What follows belongs to an exercise in optimizing a design on an open flow for small area and a short achievable clock period; a production flow would make more cautious choices. The RTL of this run was laid out without a check of its function. Power and IR drop assume default switching activity.

## flow/constraint.sdc

```tcl
create_clock -name core_clock -period 5.0 [get_ports {clk}]
set_input_delay 1.0000 -clock core_clock [delete_from_list [all_inputs] [get_ports {clk}]]
set_output_delay 1.0000 -clock core_clock [all_outputs]
set_load 0.01 [all_outputs]
```

## flow/design.v

```verilog
`default_nettype none
`timescale 1ns/1ns
module pe (
    input  logic        clk,
    input  logic        rst,
    input  logic        clr,
    input  logic [7:0]  a_in,
    input  logic [7:0]  b_in,
    output logic [17:0] acc_out
);
    logic [17:0] rx, ry, sum;
    logic pp0_0;
    logic pp0_1;
    logic pp0_2;
    logic pp0_3;
    logic pp0_4;
    logic pp0_5;
    logic pp0_6;
    logic pp0_7;
    logic pp1_0;
    logic pp1_1;
    logic pp1_2;
    logic pp1_3;
    logic pp1_4;
    logic pp1_5;
    logic pp1_6;
    logic pp1_7;
    logic pp2_0;
    logic pp2_1;
    logic pp2_2;
    logic pp2_3;
    logic pp2_4;
    logic pp2_5;
    logic pp2_6;
    logic pp2_7;
    logic pp3_0;
    logic pp3_1;
    logic pp3_2;
    logic pp3_3;
    logic pp3_4;
    logic pp3_5;
    logic pp3_6;
    logic pp3_7;
    logic pp4_0;
    logic pp4_1;
    logic pp4_2;
    logic pp4_3;
    logic pp4_4;
    logic pp4_5;
    logic pp4_6;
    logic pp4_7;
    logic pp5_0;
    logic pp5_1;
    logic pp5_2;
    logic pp5_3;
    logic pp5_4;
    logic pp5_5;
    logic pp5_6;
    logic pp5_7;
    logic pp6_0;
    logic pp6_1;
    logic pp6_2;
    logic pp6_3;
    logic pp6_4;
    logic pp6_5;
    logic pp6_6;
    logic pp6_7;
    logic pp7_0;
    logic pp7_1;
    logic pp7_2;
    logic pp7_3;
    logic pp7_4;
    logic pp7_5;
    logic pp7_6;
    logic pp7_7;
    logic ha_s0;
    logic ha_c0;
    logic fa_s0;
    logic fa_c0;
    logic ha_s1;
    logic ha_c1;
    logic fa_s1;
    logic fa_c1;
    logic fa_s2;
    logic fa_c2;
    logic ha_s2;
    logic ha_c2;
    logic fa1_s0;
    logic fa1_c0;
    logic fa_s3;
    logic fa_c3;
    logic fa_s4;
    logic fa_c4;
    logic fa_s5;
    logic fa_c5;
    logic fa_s6;
    logic fa_c6;
    logic fa_s7;
    logic fa_c7;
    logic ha_s3;
    logic ha_c3;
    logic fa_s8;
    logic fa_c8;
    logic ha_s4;
    logic ha_c4;
    logic fa_s9;
    logic fa_c9;
    logic fa_s10;
    logic fa_c10;
    logic fa_s11;
    logic fa_c11;
    logic fa_s12;
    logic fa_c12;
    logic fa_s13;
    logic fa_c13;
    logic fa_s14;
    logic fa_c14;
    logic fa_s15;
    logic fa_c15;
    logic fa_s16;
    logic fa_c16;
    logic fa_s17;
    logic fa_c17;
    logic fa_s18;
    logic fa_c18;
    logic fa_s19;
    logic fa_c19;
    logic fa_s20;
    logic fa_c20;
    logic fa_s21;
    logic fa_c21;
    logic fa_s22;
    logic fa_c22;
    logic fa_s23;
    logic fa_c23;
    logic ha_s5;
    logic ha_c5;
    logic fa_s24;
    logic fa_c24;
    logic fa_s25;
    logic fa_c25;
    logic fa_s26;
    logic fa_c26;
    logic fa_s27;
    logic fa_c27;
    logic fx_s0;
    logic fx_c0;
    logic fx_s0_xy;
    logic fx_s1;
    logic fx_c1;
    logic fx_s1_xy;
    logic fx_s2;
    logic fx_c2;
    logic fx_s2_xy;
    logic fx_s3;
    logic fx_c3;
    logic fx_s3_xy;
    logic fx_s4;
    logic fx_c4;
    logic fx_s4_xy;
    logic fa_s28;
    logic fa_c28;
    logic fa_s29;
    logic fa_c29;
    logic ha_s6;
    logic ha_c6;
    logic fa_s30;
    logic fa_c30;
    logic fa_s31;
    logic fa_c31;
    logic fa_s32;
    logic fa_c32;
    logic fx_s5;
    logic fx_c5;
    logic fx_s5_xy;
    logic fx_s6;
    logic fx_c6;
    logic fx_s6_xy;
    logic fx_s7;
    logic fx_c7;
    logic fx_s7_xy;
    logic fx_s8;
    logic fx_c8;
    logic fx_s8_xy;
    logic fx_s9;
    logic fx_c9;
    logic fx_s9_xy;
    logic fx_s10;
    logic fx_c10;
    logic fx_s10_xy;
    logic fx_s11;
    logic fx_c11;
    logic fx_s11_xy;
    logic fx_s12;
    logic fx_c12;
    logic fx_s12_xy;
    logic fx_s13;
    logic fx_c13;
    logic fx_s13_xy;
    logic fa_s33;
    logic fa_c33;
    logic inv_s0;
    logic inv_c0;
    logic inv_s1;
    logic inv_c1;
    logic inv_s2;
    logic inv_c2;
    logic cpc0;
    logic cpc1;
    logic cpc2;
    logic cpc3;
    logic pp_p4;
    logic pp_g4;
    logic pp_p5;
    logic pp_g5;
    logic pp_p6;
    logic pp_g6;
    logic pp_p7;
    logic pp_g7;
    logic pp_p8;
    logic pp_g8;
    logic pp_p9;
    logic pp_g9;
    logic pp_p10;
    logic pp_g10;
    logic pp_p11;
    logic pp_g11;
    logic pp_p12;
    logic pp_g12;
    logic pp_p13;
    logic pp_g13;
    logic pp_p14;
    logic pp_g14;
    logic pp_p15;
    logic pp_g15;
    logic pp_p16;
    logic pp_g16;
    logic pp_p17;
    logic pp_g17;
    logic pg1;
    logic pg2;
    logic pq3;
    logic pg4;
    logic pq5;
    logic pg6;
    logic pq7;
    logic pg8;
    logic pq9;
    logic pg10;
    logic pq11;
    logic pg12;
    logic pq13;
    logic pg14;
    logic pq15;
    logic pg16;
    logic pq17;
    logic pg18;
    logic pq19;
    logic pg20;
    logic pq21;
    logic pg22;
    logic pq23;
    logic pg24;
    logic pq25;
    logic pn26;
    logic pg27;
    logic pg28;
    logic pg29;
    logic pq30;
    logic pg31;
    logic pq32;
    logic pg33;
    logic pq34;
    logic pg35;
    logic pq36;
    logic pg37;
    logic pq38;
    logic pg39;
    logic pq40;
    logic pg41;
    logic pq42;
    logic pg43;
    logic pq44;
    logic pg45;
    logic pq46;
    logic pg47;
    logic pq48;
    logic pg49;
    logic pn50;
    logic pg51;
    logic pg52;
    logic pg53;
    logic pg54;
    logic pq55;
    logic pg56;
    logic pq57;
    logic pg58;
    logic pq59;
    logic pg60;
    logic pq61;
    logic pg62;
    logic pq63;
    logic pg64;
    logic pq65;
    logic pn66;
    logic pg67;
    logic pg68;
    logic pn69;
    logic pg70;
    logic pn71;
    logic pg72;
    logic pg73;
    logic pg74;
    assign pp0_0 = a_in[0] & b_in[0];
    assign pp0_1 = a_in[0] & b_in[1];
    assign pp0_2 = a_in[0] & b_in[2];
    assign pp0_3 = a_in[0] & b_in[3];
    assign pp0_4 = a_in[0] & b_in[4];
    assign pp0_5 = a_in[0] & b_in[5];
    assign pp0_6 = a_in[0] & b_in[6];
    assign pp0_7 = ~(a_in[0] & b_in[7]);
    assign pp1_0 = a_in[1] & b_in[0];
    assign pp1_1 = a_in[1] & b_in[1];
    assign pp1_2 = a_in[1] & b_in[2];
    assign pp1_3 = a_in[1] & b_in[3];
    assign pp1_4 = a_in[1] & b_in[4];
    assign pp1_5 = a_in[1] & b_in[5];
    assign pp1_6 = a_in[1] & b_in[6];
    assign pp1_7 = ~(a_in[1] & b_in[7]);
    assign pp2_0 = a_in[2] & b_in[0];
    assign pp2_1 = a_in[2] & b_in[1];
    assign pp2_2 = a_in[2] & b_in[2];
    assign pp2_3 = a_in[2] & b_in[3];
    assign pp2_4 = a_in[2] & b_in[4];
    assign pp2_5 = a_in[2] & b_in[5];
    assign pp2_6 = a_in[2] & b_in[6];
    assign pp2_7 = ~(a_in[2] & b_in[7]);
    assign pp3_0 = a_in[3] & b_in[0];
    assign pp3_1 = a_in[3] & b_in[1];
    assign pp3_2 = a_in[3] & b_in[2];
    assign pp3_3 = a_in[3] & b_in[3];
    assign pp3_4 = a_in[3] & b_in[4];
    assign pp3_5 = a_in[3] & b_in[5];
    assign pp3_6 = a_in[3] & b_in[6];
    assign pp3_7 = ~(a_in[3] & b_in[7]);
    assign pp4_0 = a_in[4] & b_in[0];
    assign pp4_1 = a_in[4] & b_in[1];
    assign pp4_2 = a_in[4] & b_in[2];
    assign pp4_3 = a_in[4] & b_in[3];
    assign pp4_4 = a_in[4] & b_in[4];
    assign pp4_5 = a_in[4] & b_in[5];
    assign pp4_6 = a_in[4] & b_in[6];
    assign pp4_7 = ~(a_in[4] & b_in[7]);
    assign pp5_0 = a_in[5] & b_in[0];
    assign pp5_1 = a_in[5] & b_in[1];
    assign pp5_2 = a_in[5] & b_in[2];
    assign pp5_3 = a_in[5] & b_in[3];
    assign pp5_4 = a_in[5] & b_in[4];
    assign pp5_5 = a_in[5] & b_in[5];
    assign pp5_6 = a_in[5] & b_in[6];
    assign pp5_7 = ~(a_in[5] & b_in[7]);
    assign pp6_0 = a_in[6] & b_in[0];
    assign pp6_1 = a_in[6] & b_in[1];
    assign pp6_2 = a_in[6] & b_in[2];
    assign pp6_3 = a_in[6] & b_in[3];
    assign pp6_4 = a_in[6] & b_in[4];
    assign pp6_5 = a_in[6] & b_in[5];
    assign pp6_6 = a_in[6] & b_in[6];
    assign pp6_7 = ~(a_in[6] & b_in[7]);
    assign pp7_0 = ~(a_in[7] & b_in[0]);
    assign pp7_1 = ~(a_in[7] & b_in[1]);
    assign pp7_2 = ~(a_in[7] & b_in[2]);
    assign pp7_3 = ~(a_in[7] & b_in[3]);
    assign pp7_4 = ~(a_in[7] & b_in[4]);
    assign pp7_5 = ~(a_in[7] & b_in[5]);
    assign pp7_6 = ~(a_in[7] & b_in[6]);
    assign pp7_7 = a_in[7] & b_in[7];
    ha u_ha_s0 (.x(acc_out[5]), .y(pp0_5), .s(ha_s0), .c(ha_c0));
    fa u_fa_s0 (.x(pp1_5), .y(acc_out[6]), .z(pp0_6), .s(fa_s0), .c(fa_c0));
    ha u_ha_s1 (.x(pp2_4), .y(pp3_3), .s(ha_s1), .c(ha_c1));
    fa u_fa_s1 (.x(pp1_6), .y(acc_out[7]), .z(pp0_7), .s(fa_s1), .c(fa_c1));
    fa u_fa_s2 (.x(pp4_3), .y(pp2_5), .z(pp3_4), .s(fa_s2), .c(fa_c2));
    ha u_ha_s2 (.x(pp5_2), .y(pp6_1), .s(ha_s2), .c(ha_c2));
    assign fa1_s0 = ~(acc_out[8] ^ pp1_7);
    assign fa1_c0 = acc_out[8] | pp1_7;
    fa u_fa_s3 (.x(pp4_4), .y(pp2_6), .z(pp3_5), .s(fa_s3), .c(fa_c3));
    fa u_fa_s4 (.x(pp7_1), .y(pp5_3), .z(pp6_2), .s(fa_s4), .c(fa_c4));
    fa u_fa_s5 (.x(pp3_6), .y(acc_out[9]), .z(pp2_7), .s(fa_s5), .c(fa_c5));
    fa u_fa_s6 (.x(pp6_3), .y(pp4_5), .z(pp5_4), .s(fa_s6), .c(fa_c6));
    fa u_fa_s7 (.x(pp4_6), .y(acc_out[10]), .z(pp3_7), .s(fa_s7), .c(fa_c7));
    ha u_ha_s3 (.x(acc_out[3]), .y(pp0_3), .s(ha_s3), .c(ha_c3));
    fa u_fa_s8 (.x(pp1_3), .y(acc_out[4]), .z(pp0_4), .s(fa_s8), .c(fa_c8));
    ha u_ha_s4 (.x(pp2_2), .y(pp3_1), .s(ha_s4), .c(ha_c4));
    fa u_fa_s9 (.x(pp3_2), .y(pp1_4), .z(pp2_3), .s(fa_s9), .c(fa_c9));
    fa u_fa_s10 (.x(ha_s0), .y(pp4_1), .z(pp5_0), .s(fa_s10), .c(fa_c10));
    fa u_fa_s11 (.x(pp6_0), .y(pp4_2), .z(pp5_1), .s(fa_s11), .c(fa_c11));
    fa u_fa_s12 (.x(fa_s0), .y(ha_c0), .z(ha_s1), .s(fa_s12), .c(fa_c12));
    fa u_fa_s13 (.x(ha_s2), .y(pp7_0), .z(ha_c1), .s(fa_s13), .c(fa_c13));
    fa u_fa_s14 (.x(fa_s2), .y(fa_c0), .z(fa_s1), .s(fa_s14), .c(fa_c14));
    fa u_fa_s15 (.x(fa_c1), .y(ha_c2), .z(fa1_s0), .s(fa_s15), .c(fa_c15));
    fa u_fa_s16 (.x(fa_s4), .y(fa_c2), .z(fa_s3), .s(fa_s16), .c(fa_c16));
    fa u_fa_s17 (.x(fa_c3), .y(pp7_2), .z(fa1_c0), .s(fa_s17), .c(fa_c17));
    fa u_fa_s18 (.x(fa_s6), .y(fa_c4), .z(fa_s5), .s(fa_s18), .c(fa_c18));
    fa u_fa_s19 (.x(pp7_3), .y(pp5_5), .z(pp6_4), .s(fa_s19), .c(fa_c19));
    fa u_fa_s20 (.x(fa_s7), .y(fa_c5), .z(fa_c6), .s(fa_s20), .c(fa_c20));
    fa u_fa_s21 (.x(pp5_6), .y(acc_out[11]), .z(pp4_7), .s(fa_s21), .c(fa_c21));
    fa u_fa_s22 (.x(fa_c7), .y(pp6_5), .z(pp7_4), .s(fa_s22), .c(fa_c22));
    fa u_fa_s23 (.x(pp6_6), .y(acc_out[12]), .z(pp5_7), .s(fa_s23), .c(fa_c23));
    ha u_ha_s5 (.x(acc_out[2]), .y(pp0_2), .s(ha_s5), .c(ha_c5));
    fa u_fa_s24 (.x(pp3_0), .y(pp1_2), .z(pp2_1), .s(fa_s24), .c(fa_c24));
    fa u_fa_s25 (.x(ha_s4), .y(pp4_0), .z(ha_c3), .s(fa_s25), .c(fa_c25));
    fa u_fa_s26 (.x(fa_s9), .y(ha_c4), .z(fa_c8), .s(fa_s26), .c(fa_c26));
    fa u_fa_s27 (.x(fa_c10), .y(fa_c9), .z(fa_s11), .s(fa_s27), .c(fa_c27));
    xor2m u_fx_s0_xy (.a(fa_c11), .b(fa_s13), .y(fx_s0_xy));
    xor2m u_fx_s0 (.a(fx_s0_xy), .b(fa_c12), .y(fx_s0));
    maj3m u_fx_c0 (.a(fa_c11), .b(fa_s13), .c(fa_c12), .y(fx_c0));
    xor2m u_fx_s1_xy (.a(fa_c13), .b(fa_c14), .y(fx_s1_xy));
    xor2m u_fx_s1 (.a(fx_s1_xy), .b(fa_s15), .y(fx_s1));
    maj3m u_fx_c1 (.a(fa_c13), .b(fa_c14), .c(fa_s15), .y(fx_c1));
    xor2m u_fx_s2_xy (.a(fa_c15), .b(fa_c16), .y(fx_s2_xy));
    xor2m u_fx_s2 (.a(fx_s2_xy), .b(fa_s17), .y(fx_s2));
    maj3m u_fx_c2 (.a(fa_c15), .b(fa_c16), .c(fa_s17), .y(fx_c2));
    xor2m u_fx_s3_xy (.a(fa_s19), .b(fa_c17), .y(fx_s3_xy));
    xor2m u_fx_s3 (.a(fx_s3_xy), .b(fa_c18), .y(fx_s3));
    maj3m u_fx_c3 (.a(fa_s19), .b(fa_c17), .c(fa_c18), .y(fx_c3));
    xor2m u_fx_s4_xy (.a(fa_c19), .b(fa_s21), .y(fx_s4_xy));
    xor2m u_fx_s4 (.a(fx_s4_xy), .b(fa_c20), .y(fx_s4));
    maj3m u_fx_c4 (.a(fa_c19), .b(fa_s21), .c(fa_c20), .y(fx_c4));
    fa u_fa_s28 (.x(fa_s23), .y(pp7_5), .z(fa_c21), .s(fa_s28), .c(fa_c28));
    fa u_fa_s29 (.x(pp7_6), .y(acc_out[13]), .z(pp6_7), .s(fa_s29), .c(fa_c29));
    ha u_ha_s6 (.x(acc_out[1]), .y(pp0_1), .s(ha_s6), .c(ha_c6));
    fa u_fa_s30 (.x(ha_s5), .y(pp1_1), .z(pp2_0), .s(fa_s30), .c(fa_c30));
    fa u_fa_s31 (.x(fa_s24), .y(ha_c5), .z(ha_s3), .s(fa_s31), .c(fa_c31));
    fa u_fa_s32 (.x(fa_s25), .y(fa_c24), .z(fa_s8), .s(fa_s32), .c(fa_c32));
    xor2m u_fx_s5_xy (.a(fa_c25), .b(fa_s10), .y(fx_s5_xy));
    xor2m u_fx_s5 (.a(fx_s5_xy), .b(fa_s26), .y(fx_s5));
    maj3m u_fx_c5 (.a(fa_c25), .b(fa_s10), .c(fa_s26), .y(fx_c5));
    xor2m u_fx_s6_xy (.a(fa_c26), .b(fa_s12), .y(fx_s6_xy));
    xor2m u_fx_s6 (.a(fx_s6_xy), .b(fa_s27), .y(fx_s6));
    maj3m u_fx_c6 (.a(fa_c26), .b(fa_s12), .c(fa_s27), .y(fx_c6));
    xor2m u_fx_s7_xy (.a(fa_s14), .b(fa_c27), .y(fx_s7_xy));
    xor2m u_fx_s7 (.a(fx_s7_xy), .b(fx_s0), .y(fx_s7));
    maj3m u_fx_c7 (.a(fa_s14), .b(fa_c27), .c(fx_s0), .y(fx_c7));
    xor2m u_fx_s8_xy (.a(fa_s16), .b(fx_c0), .y(fx_s8_xy));
    xor2m u_fx_s8 (.a(fx_s8_xy), .b(fx_s1), .y(fx_s8));
    maj3m u_fx_c8 (.a(fa_s16), .b(fx_c0), .c(fx_s1), .y(fx_c8));
    xor2m u_fx_s9_xy (.a(fa_s18), .b(fx_c1), .y(fx_s9_xy));
    xor2m u_fx_s9 (.a(fx_s9_xy), .b(fx_s2), .y(fx_s9));
    maj3m u_fx_c9 (.a(fa_s18), .b(fx_c1), .c(fx_s2), .y(fx_c9));
    xor2m u_fx_s10_xy (.a(fa_s20), .b(fx_c2), .y(fx_s10_xy));
    xor2m u_fx_s10 (.a(fx_s10_xy), .b(fx_s3), .y(fx_s10));
    maj3m u_fx_c10 (.a(fa_s20), .b(fx_c2), .c(fx_s3), .y(fx_c10));
    xor2m u_fx_s11_xy (.a(fa_s22), .b(fx_s4), .y(fx_s11_xy));
    xor2m u_fx_s11 (.a(fx_s11_xy), .b(fx_c3), .y(fx_s11));
    maj3m u_fx_c11 (.a(fa_s22), .b(fx_s4), .c(fx_c3), .y(fx_c11));
    xor2m u_fx_s12_xy (.a(fa_c22), .b(fa_s28), .y(fx_s12_xy));
    xor2m u_fx_s12 (.a(fx_s12_xy), .b(fx_c4), .y(fx_s12));
    maj3m u_fx_c12 (.a(fa_c22), .b(fa_s28), .c(fx_c4), .y(fx_c12));
    xor2m u_fx_s13_xy (.a(fa_c23), .b(fa_s29), .y(fx_s13_xy));
    xor2m u_fx_s13 (.a(fx_s13_xy), .b(fa_c28), .y(fx_s13));
    maj3m u_fx_c13 (.a(fa_c23), .b(fa_s29), .c(fa_c28), .y(fx_c13));
    fa u_fa_s33 (.x(fa_c29), .y(acc_out[14]), .z(pp7_7), .s(fa_s33), .c(fa_c33));
    assign inv_s0 = ~acc_out[15];
    assign inv_c0 = acc_out[15];
    assign inv_s1 = ~acc_out[16];
    assign inv_c1 = acc_out[16];
    assign inv_s2 = ~acc_out[17];
    assign inv_c2 = acc_out[17];
    assign rx = {inv_c1, inv_c0, inv_s0, fa_s33, fx_s13, fx_s12, fx_s11, fx_c9, fx_c8, fx_c7, fx_c6, fx_c5, fa_c32, fa_c31, fa_c30, ha_c6, pp1_0, acc_out[0]};
    assign ry = {inv_s2, inv_s1, fa_c33, fx_c13, fx_c12, fx_c11, fx_c10, fx_s10, fx_s9, fx_s8, fx_s7, fx_s6, fx_s5, fa_s32, fa_s31, fa_s30, ha_s6, pp0_0};
    ha u_cpa0 (.x(acc_out[0]), .y(pp0_0), .s(sum[0]), .c(cpc0));
    fa u_cpa1 (.x(cpc0), .y(pp1_0), .z(ha_s6), .s(sum[1]), .c(cpc1));
    fa u_cpa2 (.x(cpc1), .y(ha_c6), .z(fa_s30), .s(sum[2]), .c(cpc2));
    fa u_cpa3 (.x(cpc2), .y(fa_c30), .z(fa_s31), .s(sum[3]), .c(cpc3));
    ha u_hpg4 (.x(fa_c31), .y(fa_s32), .s(pp_p4), .c(pp_g4));
    ha u_hpg5 (.x(fa_c32), .y(fx_s5), .s(pp_p5), .c(pp_g5));
    ha u_hpg6 (.x(fx_c5), .y(fx_s6), .s(pp_p6), .c(pp_g6));
    ha u_hpg7 (.x(fx_c6), .y(fx_s7), .s(pp_p7), .c(pp_g7));
    ha u_hpg8 (.x(fx_c7), .y(fx_s8), .s(pp_p8), .c(pp_g8));
    ha u_hpg9 (.x(fx_c8), .y(fx_s9), .s(pp_p9), .c(pp_g9));
    ha u_hpg10 (.x(fx_c9), .y(fx_s10), .s(pp_p10), .c(pp_g10));
    ha u_hpg11 (.x(fx_s11), .y(fx_c10), .s(pp_p11), .c(pp_g11));
    ha u_hpg12 (.x(fx_s12), .y(fx_c11), .s(pp_p12), .c(pp_g12));
    ha u_hpg13 (.x(fx_s13), .y(fx_c12), .s(pp_p13), .c(pp_g13));
    ha u_hpg14 (.x(fa_s33), .y(fx_c13), .s(pp_p14), .c(pp_g14));
    ha u_hpg15 (.x(inv_s0), .y(fa_c33), .s(pp_p15), .c(pp_g15));
    ha u_hpg16 (.x(inv_c0), .y(inv_s1), .s(pp_p16), .c(pp_g16));
    ha u_hpg17 (.x(inv_c1), .y(inv_s2), .s(pp_p17), .c(pp_g17));
    paoi u_pg1 (.g1(pp_g4), .p1(pp_p4), .g0(cpc3), .y(pg1));
    paoi u_pg2 (.g1(pp_g5), .p1(pp_p5), .g0(pp_g4), .y(pg2));
    pnand u_pq3 (.a(pp_p5), .b(pp_p4), .y(pq3));
    paoi u_pg4 (.g1(pp_g6), .p1(pp_p6), .g0(pp_g5), .y(pg4));
    pnand u_pq5 (.a(pp_p6), .b(pp_p5), .y(pq5));
    paoi u_pg6 (.g1(pp_g7), .p1(pp_p7), .g0(pp_g6), .y(pg6));
    pnand u_pq7 (.a(pp_p7), .b(pp_p6), .y(pq7));
    paoi u_pg8 (.g1(pp_g8), .p1(pp_p8), .g0(pp_g7), .y(pg8));
    pnand u_pq9 (.a(pp_p8), .b(pp_p7), .y(pq9));
    paoi u_pg10 (.g1(pp_g9), .p1(pp_p9), .g0(pp_g8), .y(pg10));
    pnand u_pq11 (.a(pp_p9), .b(pp_p8), .y(pq11));
    paoi u_pg12 (.g1(pp_g10), .p1(pp_p10), .g0(pp_g9), .y(pg12));
    pnand u_pq13 (.a(pp_p10), .b(pp_p9), .y(pq13));
    paoi u_pg14 (.g1(pp_g11), .p1(pp_p11), .g0(pp_g10), .y(pg14));
    pnand u_pq15 (.a(pp_p11), .b(pp_p10), .y(pq15));
    paoi u_pg16 (.g1(pp_g12), .p1(pp_p12), .g0(pp_g11), .y(pg16));
    pnand u_pq17 (.a(pp_p12), .b(pp_p11), .y(pq17));
    paoi u_pg18 (.g1(pp_g13), .p1(pp_p13), .g0(pp_g12), .y(pg18));
    pnand u_pq19 (.a(pp_p13), .b(pp_p12), .y(pq19));
    paoi u_pg20 (.g1(pp_g14), .p1(pp_p14), .g0(pp_g13), .y(pg20));
    pnand u_pq21 (.a(pp_p14), .b(pp_p13), .y(pq21));
    paoi u_pg22 (.g1(pp_g15), .p1(pp_p15), .g0(pp_g14), .y(pg22));
    pnand u_pq23 (.a(pp_p15), .b(pp_p14), .y(pq23));
    paoi u_pg24 (.g1(pp_g16), .p1(pp_p16), .g0(pp_g15), .y(pg24));
    pnand u_pq25 (.a(pp_p16), .b(pp_p15), .y(pq25));
    pinv u_pn26 (.a(cpc3), .y(pn26));
    poai u_pg27 (.g1(pg2), .p1(pq3), .g0(pn26), .y(pg27));
    poai u_pg28 (.g1(pg4), .p1(pq5), .g0(pg1), .y(pg28));
    poai u_pg29 (.g1(pg6), .p1(pq7), .g0(pg2), .y(pg29));
    pnor u_pq30 (.a(pq7), .b(pq3), .y(pq30));
    poai u_pg31 (.g1(pg8), .p1(pq9), .g0(pg4), .y(pg31));
    pnor u_pq32 (.a(pq9), .b(pq5), .y(pq32));
    poai u_pg33 (.g1(pg10), .p1(pq11), .g0(pg6), .y(pg33));
    pnor u_pq34 (.a(pq11), .b(pq7), .y(pq34));
    poai u_pg35 (.g1(pg12), .p1(pq13), .g0(pg8), .y(pg35));
    pnor u_pq36 (.a(pq13), .b(pq9), .y(pq36));
    poai u_pg37 (.g1(pg14), .p1(pq15), .g0(pg10), .y(pg37));
    pnor u_pq38 (.a(pq15), .b(pq11), .y(pq38));
    poai u_pg39 (.g1(pg16), .p1(pq17), .g0(pg12), .y(pg39));
    pnor u_pq40 (.a(pq17), .b(pq13), .y(pq40));
    poai u_pg41 (.g1(pg18), .p1(pq19), .g0(pg14), .y(pg41));
    pnor u_pq42 (.a(pq19), .b(pq15), .y(pq42));
    poai u_pg43 (.g1(pg20), .p1(pq21), .g0(pg16), .y(pg43));
    pnor u_pq44 (.a(pq21), .b(pq17), .y(pq44));
    poai u_pg45 (.g1(pg22), .p1(pq23), .g0(pg18), .y(pg45));
    pnor u_pq46 (.a(pq23), .b(pq19), .y(pq46));
    poai u_pg47 (.g1(pg24), .p1(pq25), .g0(pg20), .y(pg47));
    pnor u_pq48 (.a(pq25), .b(pq21), .y(pq48));
    paoi u_pg49 (.g1(pg29), .p1(pq30), .g0(cpc3), .y(pg49));
    pinv u_pn50 (.a(pg1), .y(pn50));
    paoi u_pg51 (.g1(pg31), .p1(pq32), .g0(pn50), .y(pg51));
    paoi u_pg52 (.g1(pg33), .p1(pq34), .g0(pg27), .y(pg52));
    paoi u_pg53 (.g1(pg35), .p1(pq36), .g0(pg28), .y(pg53));
    paoi u_pg54 (.g1(pg37), .p1(pq38), .g0(pg29), .y(pg54));
    pnand u_pq55 (.a(pq38), .b(pq30), .y(pq55));
    paoi u_pg56 (.g1(pg39), .p1(pq40), .g0(pg31), .y(pg56));
    pnand u_pq57 (.a(pq40), .b(pq32), .y(pq57));
    paoi u_pg58 (.g1(pg41), .p1(pq42), .g0(pg33), .y(pg58));
    pnand u_pq59 (.a(pq42), .b(pq34), .y(pq59));
    paoi u_pg60 (.g1(pg43), .p1(pq44), .g0(pg35), .y(pg60));
    pnand u_pq61 (.a(pq44), .b(pq36), .y(pq61));
    paoi u_pg62 (.g1(pg45), .p1(pq46), .g0(pg37), .y(pg62));
    pnand u_pq63 (.a(pq46), .b(pq38), .y(pq63));
    paoi u_pg64 (.g1(pg47), .p1(pq48), .g0(pg39), .y(pg64));
    pnand u_pq65 (.a(pq48), .b(pq40), .y(pq65));
    pinv u_pn66 (.a(cpc3), .y(pn66));
    poai u_pg67 (.g1(pg54), .p1(pq55), .g0(pn66), .y(pg67));
    poai u_pg68 (.g1(pg56), .p1(pq57), .g0(pg1), .y(pg68));
    pinv u_pn69 (.a(pg27), .y(pn69));
    poai u_pg70 (.g1(pg58), .p1(pq59), .g0(pn69), .y(pg70));
    pinv u_pn71 (.a(pg28), .y(pn71));
    poai u_pg72 (.g1(pg60), .p1(pq61), .g0(pn71), .y(pg72));
    poai u_pg73 (.g1(pg62), .p1(pq63), .g0(pg49), .y(pg73));
    poai u_pg74 (.g1(pg64), .p1(pq65), .g0(pg51), .y(pg74));
    assign sum[4] = pp_p4 ^ cpc3;
    assign sum[5] = ~(pp_p5 ^ pg1);
    assign sum[6] = pp_p6 ^ pg27;
    assign sum[7] = pp_p7 ^ pg28;
    assign sum[8] = ~(pp_p8 ^ pg49);
    assign sum[9] = ~(pp_p9 ^ pg51);
    assign sum[10] = ~(pp_p10 ^ pg52);
    assign sum[11] = ~(pp_p11 ^ pg53);
    assign sum[12] = pp_p12 ^ pg67;
    assign sum[13] = pp_p13 ^ pg68;
    assign sum[14] = pp_p14 ^ pg70;
    assign sum[15] = pp_p15 ^ pg72;
    assign sum[16] = pp_p16 ^ pg73;
    assign sum[17] = pp_p17 ^ pg74;
    always_ff @(posedge clk) begin
        if (rst || clr) acc_out <= '0;
        else            acc_out <= sum;
    end
endmodule
module fa (
    input  logic x,
    input  logic y,
    input  logic z,
    output logic s,
    output logic c
);
    assign s = x ^ y ^ z;
    assign c = (x & y) | (x & z) | (y & z);
endmodule
module bsel (
    input  logic one,
    input  logic two,
    input  logic neg,
    input  logic x,
    input  logic y,
    output logic p
);
    assign p = ((one & x) | (two & y)) ^ neg;
endmodule
module bseln (
    input  logic one,
    input  logic two,
    input  logic neg,
    input  logic x,
    input  logic y,
    output logic p
);
    assign p = ~(((one & x) | (two & y)) ^ neg);
endmodule
module xor2m (input logic a, input logic b, output logic y);
    assign y = a ^ b;
endmodule
module maj3m (input logic a, input logic b, input logic c, output logic y);
    assign y = (a & b) | (c & (a | b));
endmodule
module paoi (input logic g1, input logic p1, input logic g0, output logic y);
    assign y = ~(g1 | (p1 & g0));
endmodule
module poai (input logic g1, input logic p1, input logic g0, output logic y);
    assign y = ~(g1 & (p1 | g0));
endmodule
module pnand (input logic a, input logic b, output logic y);
    assign y = ~(a & b);
endmodule
module pnor (input logic a, input logic b, output logic y);
    assign y = ~(a | b);
endmodule
module pinv (input logic a, output logic y);
    assign y = ~a;
endmodule
module ha (
    input  logic x,
    input  logic y,
    output logic s,
    output logic c
);
    assign s = x ^ y;
    assign c = x & y;
endmodule
`default_nettype none
`timescale 1ns/1ns
module sysarray (
    input  logic               clk,
    input  logic               rst,
    input  logic               clr,
    input  logic [2:0][7:0]    left,
    input  logic [2:0][7:0]    top,
    output logic [8:0][17:0]   out
);
    logic [2:0][2:0][7:0] a_in;   
    logic [2:0][2:0][7:0] b_in;   
    genvar r, c;
    generate
        for (r = 0; r < 3; r++) begin : g_row
            assign a_in[r][0] = left[r];
            assign b_in[0][r] = top[r];
            for (c = 0; c < 3; c++) begin : g_col
                if (c < 2) begin : g_hop
                    logic [7:0] a_q, b_q;
                    always_ff @(posedge clk) begin
                        if (rst) begin
                            a_q <= '0;
                            b_q <= '0;
                        end else begin
                            a_q <= a_in[r][c];
                            b_q <= b_in[c][r];
                        end
                    end
                    assign a_in[r][c+1] = a_q;
                    assign b_in[c+1][r] = b_q;
                end
                pe u_pe (
                    .clk(clk),
                    .rst(rst),
                    .clr(clr),
                    .a_in(a_in[r][c]),
                    .b_in(b_in[r][c]),
                    .acc_out(out[3*r+c])
                );
            end
        end
    endgenerate
endmodule
`default_nettype none
`timescale 1ns/1ns
module sysarray_flat (
    input  wire         clk,
    input  wire         rst,
    input  wire         clr,
    input  wire [23:0]  a_left,
    input  wire [23:0]  b_top,
    output wire [161:0] acc_out
);
    sysarray u_arr (
        .clk(clk),
        .rst(rst),
        .clr(clr),
        .left(a_left),
        .top(b_top),
        .out(acc_out)
    );
endmodule
```

## flow/flow/pre_resize.tcl

```tcl
# Input-port buffers (named input* by buffer_ports) to buf_4.
set n 0
foreach inst [get_cells input*] {
  if { [get_property $inst ref_name] == "sky130_fd_sc_hd__buf_1" } {
    replace_cell $inst sky130_fd_sc_hd__buf_4
    incr n
  }
}
puts "pre_resize: $n input buffers made sky130_fd_sc_hd__buf_4"
```

## flow/standard.sh

```bash
#!/bin/bash
# synth_recipe.tcl (not shown) runs the flow's synth.tcl, then flattens the netlist and writes it again
# the make line also repeats each setting of config.mk as NAME=value (left out here)
make -C /OpenROAD-flow-scripts/flow DESIGN_CONFIG=/design/flow/config.mk WORK_HOME=/design/flow/orfs CLKGATE_MAP_FILE= SYNTH_SCRIPT=/design/flow/synth_recipe.tcl "${@:-finish}"
```

## flow/flow/run.sh

```bash
#!/bin/bash
set -euo pipefail
export BUFFER_PORTS_ARGS="-buffer_cell sky130_fd_sc_hd__buf_1"
export PRE_RESIZE_TCL="$PWD/flow/pre_resize.tcl"
bash standard.sh > standard.log 2>&1
```

## flow/config.mk

```make
export PLATFORM = sky130hd
export DESIGN_NAME = sysarray_flat
export DESIGN_NICKNAME = sysarray_flat
export VERILOG_FILES = /design/flow/design.v
export SDC_FILE = /design/flow/constraint.sdc
export NUM_CORES = 4
export LEC_CHECK = 0
export CAP_MARGIN = 20
export CORE_MARGIN = 2
export CORE_UTILIZATION = 40
export CTS_BUF_LIST = sky130_fd_sc_hd__clkbuf_4 sky130_fd_sc_hd__clkbuf_8
export SETUP_SLACK_MARGIN = 1.1
export SLEW_MARGIN = 20
export SYNTH_HIERARCHICAL = 1
export SYNTH_MINIMUM_KEEP_SIZE = 0
```

==> impl_metrics.csv <==
group,metric,value,unit
run_status,status,"timing/DRC/antenna clean",
clocking,insertion_delay,0.67,ns
synthesis,ys_seq_area_share,18.2,%
cells_and_area,syn_to_final_growth,10.5,%
synthesis,synth_most_common_cell,"and2_1",
cells_and_area,post-route-util,44.7,%
floorplanning,design.core.area,0.0700,mm²
drt,firstDrtPassIters,5,
synthesis,synth-seq-cells,258,
power,cellPowerDensity,537,mW/mm²
clocking,cts_setup_buffers,0,
timing,period_needed,3.68,ns
timing,relSlewSlack,38.1,%
worst_setup_path,critPathMaxFanout,9,
worst_setup_path,rr_worst_depth,13,
cells_and_area,final_cells,4140,
worst_setup_path,slowest_delay,0.54,ns
floorplanning,die_h,270,µm
floorplanning,initial_core_util,40.5,%
timing,setup_viol,0,
floorplanning,fp.dieW,270,µm
drt,dr.first_iter.drc_count,768,
synthesis,async_reset_ff_share,0,%
grt,grt_max_degree,50,
grt,overflow,0,
power,clock_power_share,15.0,%
synthesis,netlist_area,0.0283,mm²
drt,ant_nets,0,
power,pwr-share-comb,68.5,%
cells_and_area,drive_above_1_share,16.5,%
synthesis,synth_area_leaders,"fa_1 (24%), dfxtp_1 (18%), and2_1 (11%)",
clocking,cts_tree,"built",
timing,rsz0062_at_grt,"yes",
floorplanning,dieArea,0.0730,mm²
grt,grt_pass1_wl,118000,µm
timing,skew,0.0388,ns
synthesis,yosys_most_used_dff,"dfxtp_1",
power,switching_power,0.00818,W
synthesis,synthDistinctLibCells,19,
clocking,ctsHtreeMaxLevel,2,
grt,antenna_found_initial,7,
drt,wl_per_cell,17.5,µm
worst_setup_path,critical-path-top-delay-family,"adder cells",
place,dp.cells,4042,
timing,holdWs,0.544,ns
power,seq_power_share,16.5,%
timing,tns,0,ns
worst_setup_path,critPathLaunchType,"register",
clocking,clkTransAtPathRegs,0.06,ns
synthesis,synth_edf_count,0,
worst_hold_path,hp-class,"reg2reg",
timing,setup_slack,1.32,ns
synthesis,avgSynthCellArea,9.64,µm²
synthesis,syn-num-nets,3529,
drt,avgViaCountPerCell,4.94,
worst_setup_path,crit_type,"reg2reg",
synthesis,synth_top_area_share,23.5,%
floorplanning,row_count,97,
timing,drv_slew,0,
timing,hold_viol,0,
clocking,cts_resized,0,
worst_setup_path,required,5.54,ns
clocking,clockBufferDepth,3,
drt,drc,0,
synthesis,yosys.area.top_type,"fa_1",
power,p_leak,13.5,nW
grt,grt_pass1_vias,21700,
clocking,clk_root_buffer_cell,"clkbuf_8",
cells_and_area,fin_nets,3749,
place,dp_slack,0.653,ns
power,ir_drop,0.406,mV
place,gp_congestion,0.909,
place,hpwl,58500,µm
clocking,cts_hold_buf,0,
grt,globalRouteTotalUtil,20.2,%
synthesis,synth_commonest_cells,"and2_1 (495), fa_1 (333), xor2_1 (297)",
clocking,cts_sinks,258,
job,drv_cap,0,
timing,fmax,0.272,GHz
worst_setup_path,cp_cell_sequence,"and2_1, fa_1, fa_1, maj3_2, xor2_1, xor2_1, ha_1, nand2_1, nor2_1, nand2_1, o21ai_1, xnor2_1, nor2_2",
power,intPower,0.00863,W
clocking,cts_buffers,54,
worst_setup_path,cp.arrival,4.22,ns
floorplanning,ios,213,
place,place.port_buffers,212,
worst_setup_path,cp-end-kind,"register",
worst_setup_path,cp.depth,13,
power,switching_share,48.7,%
worst_setup_path,cpMaxStageDelayCell,"dfxtp_1",
synthesis,ys_warn_count,8,
drt,vias,20500,
timing,fin_crit_sh,73.5,%
timing,worstMarginPinSlew,0.928,ns
worst_setup_path,crit_buf_inv,0,
drt,routed_wl,72600,µm
synthesis,synthesis.instances,2938,
worst_hold_path,min_path_cells,1,
logic make-up after synthesis:
group                      share of synthesized area [%]
AOI/OAI and AO/OA                                   9.26
buffers and inverters                               3.14
adders and majority gates                           37.7
xor gates and xnor gates                            11.7
and+or+nand+nor                                     20.0
DFF                                                 18.2
per-module statistics from Yosys (local to each module, per instance), excerpt:
module / flip-flops and latches / cells inside / copies in the design
sysarray: 96 / 202 / 1
pe: 18 / 129 / 9
fa: 0 / 1 / 333
ha: 0 / 1 / 198
maj3m: 0 / 1 / 126
paoi: 0 / 1 / 207
xor2m: 0 / 1 / 252
poai: 0 / 1 / 162
pinv: 0 / 1 / 45
pnand: 0 / 1 / 162
pnor: 0 / 1 / 90
layer usage:
metal	up-vias	GRT usage, %	share of wire (%)
li1	9925	-	-
met5	-	0	0.12
met3	91	3.98	4.8
met4	12	5.20	2.2
met1	10100	26.5	45
met2	341	34.0	48
cell type report:
cell class / count / area [µm²]
antenna: 4 / 10.0
clock buffer: 76 / 971
clock inverter: 18 / 193
fill: 7064 / 38700
inverter: 99 / 372
multi-input combinational: 2517 / 22300
sequential: 258 / 5190
tap: 940 / 1180
timing repair buffer: 228 / 1100
worst paths after layout:
check | slack, ns | start | endpoint
max | 1.32 | u_arr.g_row[2].g_col[0].g_hop.b_q[6]$_SDFF_PP0_ | u_arr.g_row[1].g_col[2].u_pe.acc_out[16]$_SDFF_PP0_
min | 0.54 | u_arr.g_row[2].g_col[0].g_hop.b_q[5]$_SDFF_PP0_ | u_arr.g_row[2].g_col[1].g_hop.b_q[5]$_SDFF_PP0_
max reg2reg | 1.32 | u_arr.g_row[2].g_col[0].g_hop.b_q[6]$_SDFF_PP0_ | u_arr.g_row[1].g_col[2].u_pe.acc_out[16]$_SDFF_PP0_
min reg2reg | 0.54 | u_arr.g_row[2].g_col[0].g_hop.b_q[5]$_SDFF_PP0_ | u_arr.g_row[2].g_col[1].g_hop.b_q[5]$_SDFF_PP0_
state kept, by name (all words and copies together) (netlist names):
register,cells
u_arr.g_row.g_col.g_hop.a_q,48
u_arr.g_row.g_col.g_hop.b_q,48
u_arr.g_row.g_col.u_pe.acc_out,162
power groups by stage:
stage,combinational (W),clock [W],sequential [W]
floorplan,0.00947,0,0.00276
global placement,0.0115,0,0.00283
detailed placement,0.0115,0,0.00283
CTS,0.0116,0.00263,0.00279
global route,0.0129,0.00272,0.00283
finish,0.0115,0.00251,0.00278
through the flow:
step | instance area (µm²) | power [W]
floorplan | 28300 | 0.0122
global placement | 29900 | 0.0143
detailed placement | 30100 | 0.0143
CTS | 31300 | 0.0170
global route | 31300 | 0.0185
finish | 31300 | 0.0168
layout by cell type, fill, tap and decap left out:
cell type | netlist | layout
and2_1 | 495 | 495
fa_1 | 333 | 333
xor2_1 | 297 | 297
nand2_1 | 279 | 279
dfxtp_1 | 258 | 238
nor2_1 | 216 | 212
ha_1 | 207 | 207
a21oi_2 | 207 | 207
o21ai_1 | 162 | 162
buf_1 | 0 | 162
maj3_2 | 126 | 126
inv_1 | 99 | 99
nor2b_1 | 96 | 96
xnor2_1 | 81 | 81
clkbuf_8 | 0 | 64
buf_4 | 28 | 64
dfxtp_2 | 0 | 20
nor2_2 | 9 | 13
clkinv_2 | 0 | 13
clkbuf_4 | 0 | 13
or2_1 | 9 | 9
diode_2 | 0 | 4
bufinv_16 | 0 | 4
clkinvlp_4 | 0 | 1
clkbuf_2 | 0 | 1

==> port drivers added, routing unchanged <==
The flow's constraints put no driver on any port. The routed layout listed below was extracted and timed again, unchanged, in two steps.
Step 1: set_driving_cell puts a clkbuf_16 on clk and a buf_2 on each other input, an assumption about the parent block.
Step 2 moves the port delays by t, midway between the first and last clock arrival at a register: inputs arrive t later, outputs are due t later. That takes back most of the time a late clock gives input paths.
a / b / c = ideal ports / drivers / drivers and shift; a / b = the first two.
t, ns: 0.714
setup WS [ns]: 1.324 / 1.324 / 0.641
hold slack, ns: 0.544 / 0.544 / 0.544
worst data-port slew with drivers (ns): 0.10
pins driven straight from the clock port: 1
After both steps this run still meets setup and hold. For this run, drivers alone change the setup slack by 0.000 ns; drivers and shift together by -0.683 ns.
